From an optimization exercise on the open Yosys and OpenROAD flow, aimed at small area; shortcuts taken in it are not production practice. Function was checked by simulation only, so behaviour that the tests miss may differ from the original. Power and IR drop assume default switching activity.

==> design/flow/design.v <==
module Top_Upcounter (
    input clk,
    input reset,
    input [1:0] sw,
    output [3:0] seg_comm,
    output [7:0] seg
);
    wire [13:0] count;
    wire o_tick;
    clkdivide U_clkdivide (
        .clk  (clk),
        .reset(reset),
        .o_tick(o_tick)
    );
    counter U_counter (
        .clk(clk),
        .reset(reset),
        .tick(o_tick),
        .run_stop(sw[0]),
        .clear(sw[1]),
        .count(count)
    );
    fnd_controller U_fndcontrollder (
        .clk(clk),
        .reset(reset),
        .count(count),
        .seg_comm(seg_comm),
        .seg(seg)
    );
endmodule
module clkdivide (   
    input  clk,
    input  reset,
    output o_tick
);
    parameter FCOUNT = 100;
    reg [$clog2(FCOUNT)-1:0] r_counter;
    reg r_clk;
    assign o_tick = (r_counter == FCOUNT - 1) && !r_clk;
    always @(posedge clk, posedge reset) begin
        if (reset) begin
            r_counter <= 0;
            r_clk <= 1'b0;
        end else begin
            if (r_counter == FCOUNT - 1) begin
                r_counter <= 0;
                r_clk <= r_clk + 1;
            end else begin
                r_counter <= r_counter + 1;
            end
        end
    end
endmodule
module counter (
    input clk,
    input reset,
    input tick,
    input run_stop,
    input clear,
    output [13:0] count
);
    reg [13:0] r_count;
    reg r_run_stop;
    assign count = r_count;
    always @(posedge clk, posedge reset) begin
        if (reset) begin
            r_count <= 0;
            r_run_stop <= 0;
        end else if (clear) begin
            r_count <= 0;
        end else if (!run_stop) begin
            r_run_stop <= 0;
        end else if (tick) begin
            r_run_stop <= 1;
            if (r_run_stop) begin
                if (r_count == 10_000 - 1) begin
                    r_count <= 0;
                end else begin
                    r_count <= r_count + 1;
                end
            end
        end
    end
endmodule
`timescale 1ns / 1ps
module fnd_controller (
    input clk,
    input reset,
    input [13:0] count,
    output [3:0] seg_comm,
    output [7:0] seg
);
    wire [3:0] w_digit_1, w_digit_10, w_digit_100, w_digit_1000;
    wire [3:0] bcd;
    wire [1:0] seg_sel;
    wire o_tick;
    clkdivider U_clkdivider (
        .clk  (clk),
        .reset(reset),
        .o_tick(o_tick)
    );
    counter_4 U_counter_4 (
        .clk  (clk),
        .reset(reset),
        .tick (o_tick),
        .o_sel(seg_sel)
    );
    digit_splitter U_digit_splitter (
        .bcd(count),
        .digit_1(w_digit_1),
        .digit_10(w_digit_10),
        .digit_100(w_digit_100),
        .digit_1000(w_digit_1000)
    );
    mux_4x1 U_mux4x1 (
        .sel(seg_sel),
        .digit_1(w_digit_1),
        .digit_10(w_digit_10),
        .digit_100(w_digit_100),
        .digit_1000(w_digit_1000),
        .bcd(bcd)
    );
    decoder2to4 U_decoder2to4 (
        .seg_sel (seg_sel),
        .seg_comm(seg_comm)
    );
    bcdtoseg U_bcdtoseg (
        .bcd(bcd),
        .seg(seg)
    );
endmodule
module clkdivider (   
    input  clk,
    input  reset,
    output o_tick
);
    parameter FCOUNT = 5;
    reg [$clog2(FCOUNT)-1:0] r_counter;
    reg r_clk;
    assign o_tick = (r_counter == FCOUNT - 1) && !r_clk;
    always @(posedge clk, posedge reset) begin
        if (reset) begin
            r_counter <= 0;
            r_clk <= 1'b0;
        end else begin
            if (r_counter == FCOUNT - 1) begin
                r_counter <= 0;
                r_clk <= r_clk + 1;
            end else begin
                r_counter <= r_counter + 1;
            end
        end
    end
endmodule
module counter_4 (
    input clk,
    input reset,
    input tick,
    output [1:0] o_sel
);
    reg [1:0] r_counter;
    assign o_sel = r_counter;
    always @(posedge clk, posedge reset) begin
        if (reset) begin
            r_counter <= 0;
        end else if (tick) begin
            r_counter <= r_counter + 1;
        end
    end
endmodule
module decoder2to4 (
    input [1:0] seg_sel,
    output reg [3:0] seg_comm
);
    always @(seg_sel) begin
        case (seg_sel)
            2'b00:   seg_comm = 4'b1110;
            2'b01:   seg_comm = 4'b1101;
            2'b10:   seg_comm = 4'b1011;
            2'b11:   seg_comm = 4'b0111;
            default: seg_comm = 4'b1111;
        endcase
    end
endmodule
module bcdtoseg (
    input [3:0] bcd,
    output reg [7:0] seg   
);
    always @(bcd) begin
        case (bcd)
            4'h0: seg = 8'hC0;
            4'h1: seg = 8'hF9;
            4'h2: seg = 8'hA4;
            4'h3: seg = 8'hB0;
            4'h4: seg = 8'h99;
            4'h5: seg = 8'h92;
            4'h6: seg = 8'h82;
            4'h7: seg = 8'hF8;
            4'h8: seg = 8'h80;
            4'h9: seg = 8'h90;
            4'ha: seg = 8'h88;
            4'hb: seg = 8'h83;
            4'hc: seg = 8'hC6;
            4'hd: seg = 8'hA1;
            4'he: seg = 8'h86;
            4'hf: seg = 8'h8E;
            default: seg = 8'hFF;
        endcase
    end
endmodule
module digit_splitter (
    input  [13:0] bcd,
    output [3:0] digit_1,
    output [3:0] digit_10,
    output [3:0] digit_100,
    output [3:0] digit_1000
);
    assign digit_1 = bcd % 10;
    assign digit_10 = bcd / 10 % 10;
    assign digit_100 = bcd / 100 % 10;
    assign digit_1000 = bcd / 1000 % 10;
endmodule
module mux_4x1 (
    input [1:0] sel,
    input [3:0] digit_1,
    input [3:0] digit_10,
    input [3:0] digit_100,
    input [3:0] digit_1000,
    output reg [3:0] bcd
);
    always @(sel, digit_1, digit_10, digit_100, digit_1000) begin
        case (sel)
            2'b00:   bcd = digit_1;
            2'b01:   bcd = digit_10;
            2'b10:   bcd = digit_100;
            2'b11:   bcd = digit_1000;
            default: bcd = digit_1000;
        endcase
    end
endmodule
==> design/flow/run.sh <==
#!/bin/bash
# synth_recipe.tcl (not shown) runs the flow's synth.tcl, then flattens the netlist and writes it again
# the make line also repeats each setting of config.mk as NAME=value (left out here)
make -C /OpenROAD-flow-scripts/flow DESIGN_CONFIG=/design/flow/config.mk WORK_HOME=/design/flow/orfs CLKGATE_MAP_FILE= SYNTH_SCRIPT=/design/flow/synth_recipe.tcl finish
==> design/flow/config.mk <==
export PLATFORM = sky130hd
export DESIGN_NAME = Top_Upcounter
export DESIGN_NICKNAME = Top_Upcounter
export VERILOG_FILES = /design/flow/design.v
export SDC_FILE = /design/flow/constraint.sdc
export NUM_CORES = 4
export LEC_CHECK = 0
export CAP_MARGIN = 20
export CORE_MARGIN = 2
export CORE_UTILIZATION = 40
export SLEW_MARGIN = 20
==> design/flow/constraint.sdc <==
create_clock -name core_clock -period 125.0 [get_ports {clk}]
set_input_delay 25.0000 -clock core_clock [delete_from_list [all_inputs] [get_ports {clk}]]
set_output_delay 25.0000 -clock core_clock [all_outputs]
set_load 0.01 [all_outputs]
==> results of run 1 <==
## layout make-up
type / count / area, um2
fillers: 6400 / 34850
well taps: 782 / 978.4
clock buffers: 6 / 138.9
repair buffers: 37 / 312.8
multi-input cells: 3329 / 22660
clock inverters: 2 / 13.76
inverters: 122 / 459.2
flip-flops and latches: 29 / 725.7
## per-stage QoR
stage | cell area [um2] | util | cells | hold slack (ps) | total power [mW]
after floorplan | 24280 | - | 3584 | 427.4 | 0.01135
after global placement | 25130 | 0.4180 | 4299 | 453.1 | 0.01199
after detailed placement | 25130 | 0.4180 | 4299 | 454.1 | 0.01196
after CTS | 25290 | 0.4205 | 4307 | 462.4 | 0.02456
after global routing | 25290 | 0.4205 | 4307 | 479.3 | 0.02520
final | 25290 | 0.4205 | 4307 | 457.8 | 0.02440
## layer usage
metal  wire [um]  GRT usage  vias to the layer above
li1            -          -                    13410
met1       38450     0.3466                    12460
met2       34660     0.3918                      797
met3        3672    0.01164                      103
met4        2097    0.06843                        0
met5           0          0                        -
## worst max-delay path, delay by kind of cell, from the launching register on
family,cells,cell delay (ps)
and+or+nand+nor,98,25520
DFF,1,430
adders and majority gates,31,10060
AOI/OAI and AO/OA,128,31430
buffers and inverters,22,3010
muxes,15,5420
## how the worst max path moves through the flow
stage,start,end,slack (ps),depth (start not counted)
after floorplan,U_fndcontrollder.U_counter_4.r_counter[0],seg[4],35610,318
after global placement,U_fndcontrollder.U_counter_4.r_counter[0],seg[4],26420,297
after detailed placement,U_fndcontrollder.U_counter_4.r_counter[0],seg[4],25140,294
after CTS,U_fndcontrollder.U_counter_4.r_counter[0],seg[4],24620,294
after global routing,U_fndcontrollder.U_counter_4.r_counter[0],seg[4],16010,294
final,U_fndcontrollder.U_counter_4.r_counter[0],seg[4],23660,294
## registers in the layout, summed over array words and instances (netlist names)
signal and cells:
U_counter.r_run_stop 1, U_fndcontrollder.U_counter_4.r_counter 2, U_counter.r_count 14, U_fndcontrollder.U_clkdivider.r_counter 3, U_fndcontrollder.U_clkdivider.r_clk 1, U_clkdivide.r_counter 7
U_clkdivide.r_clk 1
## cell usage in the layout (no fill, tap or decap), drive strengths merged, types with 37 or more instances in the layout
master,netlist,final
nor4,40,40
nor2,415,415
or2,37,37
nor2b,46,46
or3,49,49
nand3,135,135
a21oi,274,274
o31ai,46,46
nand2b,62,62
a31oi,56,56
nand4,49,49
inv,121,119
xor2,87,87
o21a,79,79
o21ai,249,249
mux2,57,57
nand2,329,329
ha,237,237
a21o,66,66
mux2i,61,61
nor3,147,147
and2,49,49
xnor2,176,176
and3,50,50
## report_power, final
part | switching [mW] | internal (mW)
registers | 0.000000000154 | 0.00939
clock network | 0.00466 | 0.00791
logic | 0.00156 | 0.000859
total | 0.00622 | 0.0182
## cell families (layout without fill, tap and decap cells)
group,count (synthesis),after routing,synth area share
adders and majority gates,240,240,0.1237
xor gates and xnor gates,263,263,0.09511
DFF,29,29,0.02997
muxes,118,118,0.05234
AOI/OAI and AO/OA,1155,1155,0.3330
and+or+nand+nor,1534,1534,0.3277
other,2,19,0.0003101
buffers and inverters,226,167,0.03787
==> results.py, run 1 <==
metrics = {
    "power": {
        "ir_drop_uv": 4.135,
        "cellLeakagePower_nw": 11.72,
        "power_density_mw_per_mm2": 0.9649,
    },
    "synth": {
        "async_flop_share": 1.000,
        "synth_top_area_frac": 0.1224,
        "syn_area_mm2": 0.02422,
        "ys_seq_area_frac": 0.02996,
        "ys.flop_type": "dfrtp_1",
        "syn_avg_cell_area_um2": 6.790,
        "syn_inst": 3567,
        "synth_common_cells": "nor2_1, nand2_1, a21oi_1",
        "synth_cell_type_count": 137,
        "synth_edf_count": 0,
        "yosysMostFrequentCell": "nor2_1",
        "yosysTopAreaCell": "ha_1",
        "ys_top_cells_by_area": "ha_1, nor2_1, xnor2_1",
        "ys_ff_latch": 29,
        "ys_warn_count": 7,
    },
    "timing": {
        "rsz0062_at_grt": "no",
        "hold_viol": 0,
        "setup_violations": 0,
        "final.min_clock_period_ps": 101340,
        "relSlewSlack": 0.2709,
        "clock_skew_ps": 6.604,
        "finalSetupTns_ps": 0,
        "period_share": 0.8107,
        "tightest_slew_ps": 1084,
        "layout_setup_ws_ps": 23660,
        "drv_slew": 0,
        "max_freq_mhz": 9.868,
    },
    "global_routing": {
        "antenna_found_initial": 1,
        "grt_max_degree": 59,
        "grt_usage": 0.2418,
        "grt_pass1_vias": 24490,
        "grt_pass1_wl_um": 128400,
        "overflow": 0,
    },
    "floorplan": {
        "dieArea_mm2": 0.06253,
        "ios": 16,
        "core_mm2": 0.06013,
        "num_rows": 90,
        "die_w_um": 250.1,
        "start_util": 0.4027,
        "die_h_um": 250.1,
    },
    "setup_path": {
        "critical_path.endpoint_type": "output pin",
        "slowest_delay_ps": 910,
        "path_class": "reg2out",
        "crit_path_frequent_cell": "ha_1",
        "worst_ep_required_time_ps": 100000,
        "rr_worst_depth": 13,
        "slowest_stage": "o41ai_4",
        "path_max_fanout": 30,
        "worstPathArrival_ps": 76340,
        "start_kind": "flop",
        "regToRegStartpoint": "U_clkdivide.r_counter[0]",
        "rrSetupSlack_ps": 121530,
        "r2r-end": "U_counter.r_count[13]",
    },
    "cells_and_area": {
        "area_growth_pct": 4.407,
        "finalNetCount": 3765,
        "drive_above_1_share": 0.06723,
        "n_antenna_cell": 0,
    },
    "clock_tree": {
        "clock_path_buffers": 2,
        "cts.sinks": 29,
        "cts-resized-gates": 0,
        "clk_root_buffer_cell": "clkbuf_16",
        "post-cts-setup-buffers": 0,
        "cts_buffers": 5,
        "clock_latency_ps": 290,
        "htreeDepth": 2,
        "cts_tree": "yes",
        "clk_pin_slew_worst_paths_ps": 50,
        "cts_hold_buf": 0,
    },
    "place": {
        "port_buffers": 14,
        "place_ws_ps": 25140,
        "gp_congestion": 0.9438,
        "dp_hpwl_um": 63420,
    },
    "detailed_routing": {
        "avgRoutedWirePerCell_um": 18.31,
        "postRouteAntennaNets": 0,
        "vias": 26780,
        "drt_pre_antenna_iters": 5,
        "wirelength_um": 78880,
        "drtIter0Drc": 2257,
        "avgViaCountPerCell": 6.217,
        "drc": 0,
    },
    "job": {
        "max-cap-violations": 0,
    },
    "worst_hold_path": {
        "hp-class": "reg2reg",
        "min_path_cells": 1,
        "worstHoldEndpoint": "U_fndcontrollder.U_clkdivider.r_counter[0]",
        "min_from": "U_fndcontrollder.U_clkdivider.r_counter[0]",
    },
    "outcome": {
        "outcome": "complete, no violations",
    },
}
==> run 2: changes to the inputs <==
==> design/flow/design.v (replaced) <==
module Top_Upcounter (
    input clk,
    input reset,
    input [1:0] sw,
    output [3:0] seg_comm,
    output [7:0] seg
);
    wire [1:0] sel;
    wire tick1;
    wire [15:0] bcd;
    timebase U_timebase (
        .clk  (clk),
        .reset(reset),
        .sel  (sel),
        .tick1(tick1)
    );
    counter U_counter (
        .clk(clk),
        .reset(reset),
        .tick(tick1),
        .run_stop(sw[0]),
        .clear(sw[1]),
        .bcd(bcd)
    );
    fnd_controller U_fndcontroller (
        .sel(sel),
        .bcd(bcd),
        .seg_comm(seg_comm),
        .seg(seg)
    );
endmodule
module timebase (
    input clk,
    input reset,
    output reg [1:0] sel,
    output tick1
);
    reg [3:0] ph;
    reg [2:0] grp;
    wire tick2 = (ph == 4'd4);
    assign tick1 = (ph == 4'd9) && (sel == 2'd2) && (grp == 3'd2);
    always @(posedge clk, posedge reset) begin
        if (reset) begin
            ph  <= 0;
            sel <= 0;
            grp <= 0;
        end else begin
            ph <= (ph == 4'd9) ? 4'd0 : ph + 4'd1;
            if (tick2) begin
                sel <= sel + 2'd1;
                if (sel == 2'd3) grp <= (grp == 3'd4) ? 3'd0 : grp + 3'd1;
            end
        end
    end
endmodule
module counter (
    input clk,
    input reset,
    input tick,
    input run_stop,
    input clear,
    output reg [15:0] bcd
);
    reg run;
    wire inc = tick && run_stop && run;
    wire [3:0] d0 = bcd[3:0], d1 = bcd[7:4], d2 = bcd[11:8], d3 = bcd[15:12];
    wire e1 = inc && d0 == 4'd9;
    wire e2 = e1 && d1 == 4'd9;
    wire e3 = e2 && d2 == 4'd9;
    always @(posedge clk, posedge reset) begin
        if (reset) begin
            bcd <= 0;
            run <= 0;
        end else if (clear) begin
            bcd <= 0;
        end else begin
            if (!run_stop) run <= 0;
            else if (tick) run <= 1;
            if (inc) bcd[3:0] <= (d0 == 4'd9) ? 4'd0 : d0 + 4'd1;
            if (e1) bcd[7:4] <= (d1 == 4'd9) ? 4'd0 : d1 + 4'd1;
            if (e2) bcd[11:8] <= (d2 == 4'd9) ? 4'd0 : d2 + 4'd1;
            if (e3) bcd[15:12] <= (d3 == 4'd9) ? 4'd0 : d3 + 4'd1;
        end
    end
endmodule
module fnd_controller (
    input [1:0] sel,
    input [15:0] bcd,
    output [3:0] seg_comm,
    output reg [7:0] seg
);
    assign seg_comm = ~(4'b0001 << sel);
    wire [3:0] digit = bcd[4*sel +: 4];
    always @(*) begin
        case (digit)
            4'd0: seg = 8'hC0;
            4'd1: seg = 8'hF9;
            4'd2: seg = 8'hA4;
            4'd3: seg = 8'hB0;
            4'd4: seg = 8'h99;
            4'd5: seg = 8'h92;
            4'd6: seg = 8'h82;
            4'd7: seg = 8'hF8;
            4'd8: seg = 8'h80;
            4'd9: seg = 8'h90;
            default: seg = 8'hxx;
        endcase
    end
endmodule
==> results.py, run 2 <==
metrics = {
    "detailed_routing": {
        "wirelength_um": 3760,
        "drc": 0,
        "postRouteAntennaNets": 0,
        "drtIter0Drc": 84,
        "avgViaCountPerCell": 5.823,
        "drt_pre_antenna_iters": 4,
        "vias": 1450,
        "avgRoutedWirePerCell_um": 15.10,
    },
    "global_routing": {
        "grt_pass1_wl_um": 6251,
        "antenna_found_initial": 0,
        "grt_usage": 0.1561,
        "grt_max_degree": 27,
        "grt_pass1_vias": 1401,
        "overflow": 0,
    },
    "clock_tree": {
        "cts_buffers": 3,
        "cts_hold_buf": 0,
        "cts_tree": "yes",
        "cts-resized-gates": 0,
        "clk_root_buffer_cell": "clkbuf_8",
        "clock_path_buffers": 2,
        "post-cts-setup-buffers": 0,
        "cts.sinks": 26,
        "htreeDepth": 1,
        "clk_pin_slew_worst_paths_ps": 100,
        "clock_latency_ps": 280,
    },
    "synth": {
        "ys_seq_area_frac": 0.3688,
        "synth_edf_count": 0,
        "yosysTopAreaCell": "dfrtp_1",
        "synth_common_cells": "dfrtp_1, inv_1, ha_1",
        "synth_cell_type_count": 50,
        "yosysMostFrequentCell": "dfrtp_1",
        "synth_top_area_frac": 0.3688,
        "ys_top_cells_by_area": "dfrtp_1, ha_1, mux4_2",
        "syn_inst": 185,
        "syn_avg_cell_area_um2": 9.536,
        "syn_area_mm2": 0.001764,
        "async_flop_share": 1.000,
        "ys_ff_latch": 26,
        "ys.flop_type": "dfrtp_1",
        "ys_warn_count": 3,
    },
    "timing": {
        "layout_setup_ws_ps": 97370,
        "clock_skew_ps": 11.45,
        "drv_slew": 0,
        "rsz0062_at_grt": "no",
        "setup_violations": 0,
        "final.min_clock_period_ps": 27630,
        "hold_viol": 0,
        "finalSetupTns_ps": 0,
        "tightest_slew_ps": 732.4,
        "period_share": 0.2211,
        "relSlewSlack": 0.5102,
        "max_freq_mhz": 36.19,
    },
    "place": {
        "dp_hpwl_um": 2722,
        "gp_congestion": 0.8144,
        "port_buffers": 14,
        "place_area_mm2": 0.001939,
        "place_ws_ps": 97670,
        "dp.cells": 245,
    },
    "cells_and_area": {
        "final_common_cell": "dfrtp_1",
        "drive_above_1_share": 0.08122,
        "postLayoutCellArea_mm2": 0.002011,
        "area_growth_pct": 13.97,
        "n_antenna_cell": 0,
        "finalNetCount": 218,
        "finalNonFillerCells": 249,
        "reg_top3": "U_counter.bcd (16), U_timebase.ph (4), U_timebase.grp (3)",
        "largest_reg_flops": 16,
        "layout_common_cells": "dfrtp_1, inv_1, ha_1, nand2_1, clkdlybuf4s50_1",
        "fillers": 400,
        "regMostFlops": "U_counter.bcd",
    },
    "setup_path": {
        "path_max_fanout": 7,
        "worst_ep_required_time_ps": 100000,
        "path_class": "reg2out",
        "start_kind": "flop",
        "worstPathArrival_ps": 2630,
        "startpoint": "U_timebase.sel[0]",
        "regToRegStartpoint": "U_timebase.sel[0]",
        "critical_path.endpoint_type": "output pin",
    },
    "power": {
        "cellLeakagePower_nw": 0.8373,
        "power_density_mw_per_mm2": 7.940,
        "ir_drop_uv": 3.698,
        "p_total_uw": 15.96,
    },
    "floorplan": {
        "die_w_um": 70.41,
        "core_mm2": 0.004294,
        "num_rows": 24,
        "die_h_um": 70.41,
        "start_util": 0.4108,
        "dieArea_mm2": 0.004958,
        "ios": 16,
    },
    "outcome": {
        "outcome": "complete, no violations",
    },
    "worst_hold_path": {
        "hp-class": "reg2reg",
        "min_from": "U_counter.run",
    },
    "job": {
        "max-cap-violations": 0,
    },
}
-- run 2: kinds of logic after synthesis --
logic type / share of synthesized area
and+or+nand+nor: 0.2262
AOI/OAI and AO/OA: 0.1376
DFF: 0.3688
buffers and inverters: 0.05745
adders and majority gates: 0.1135
muxes: 0.07447
xor gates and xnor gates: 0.01986
other: 0.002126
-- run 2: cell type report --
class,count,area [um2],area share
timing repair buffer,14,140.1,0.06969
clock buffer,3,41.29,0.02054
multi-input combinational,134,1012,0.5034
tap,52,65.06,0.03236
sequential,26,650.6,0.3236
inverter,19,71.32,0.03547
clock inverter,1,30.03,0.01493
-- run 2: report_power, final --
part           internal, mW  leakage [nW]   switching, mW
combinational     0.0000929         0.458        0.000290
clock               0.00429        0.0357         0.00288
sequential          0.00840         0.344  0.000000000207
-- run 2: metal layers --
layer	up-vias	wire length (um)	global-route usage
li1	680	-	-
met1	717	1679	0.1892
met2	44	1848	0.2715
met3	9	148	0.02597
met4	0	84	0.06624
met5	-	0	0
-- run 2: path summary, 6_finish.rpt --
path	to	slack, ps	cells past startpoint
min reg2reg	U_counter.run	530	1
min in group asynchronous	U_timebase.grp[0]	25070	2
min	U_counter.run	530	1
max in group asynchronous	U_counter.bcd[6]	99550	2
max reg2reg	U_counter.bcd[12]	122560	6
max	seg[3]	97370	5
-- run 2: per-stage QoR --
step	hold slack, ps	utilization
6_report	525.1	0.4682
3_5_place_dp	503.4	0.4516
2_1_floorplan	474.3	-
5_1_grt	549.4	0.4682
4_1_cts	528.5	0.4682
3_3_place_gp	489.4	0.4516
-- run 2: critical path: stages (launching register included) --
cell             delay, ps
dfrtp_1                540
mux4_2                 610
inv_1                  120
ha_1                   260
a211oi_1               250
clkdlybuf4s50_1        580

re-timing with driven ports:
The flow's constraints put no driver on any port. The routed layouts listed below were extracted and timed again, unchanged, in two steps.
Step 1 sets driving cells, clkbuf_16 on the clock port and buf_2 on the other inputs (assumed; they add their load-dependent delay and slew).
Step 2 also shifts input and output timing later by t, the mid clock arrival at the registers, as if the neighbouring blocks saw the same clock.
Slacks: no drivers / after step 1 / after step 2; pairs: no drivers / after step 1.
run	t (ns)	setup WS [ns]	clock arrival spread, ns
run 1	0.336	23.665 / 23.612 / 23.948	0.006 / 0.007
run 2	0.302	97.366 / 97.341 / 97.643	0.012 / 0.012
After both steps setup and hold are still met in every run listed.
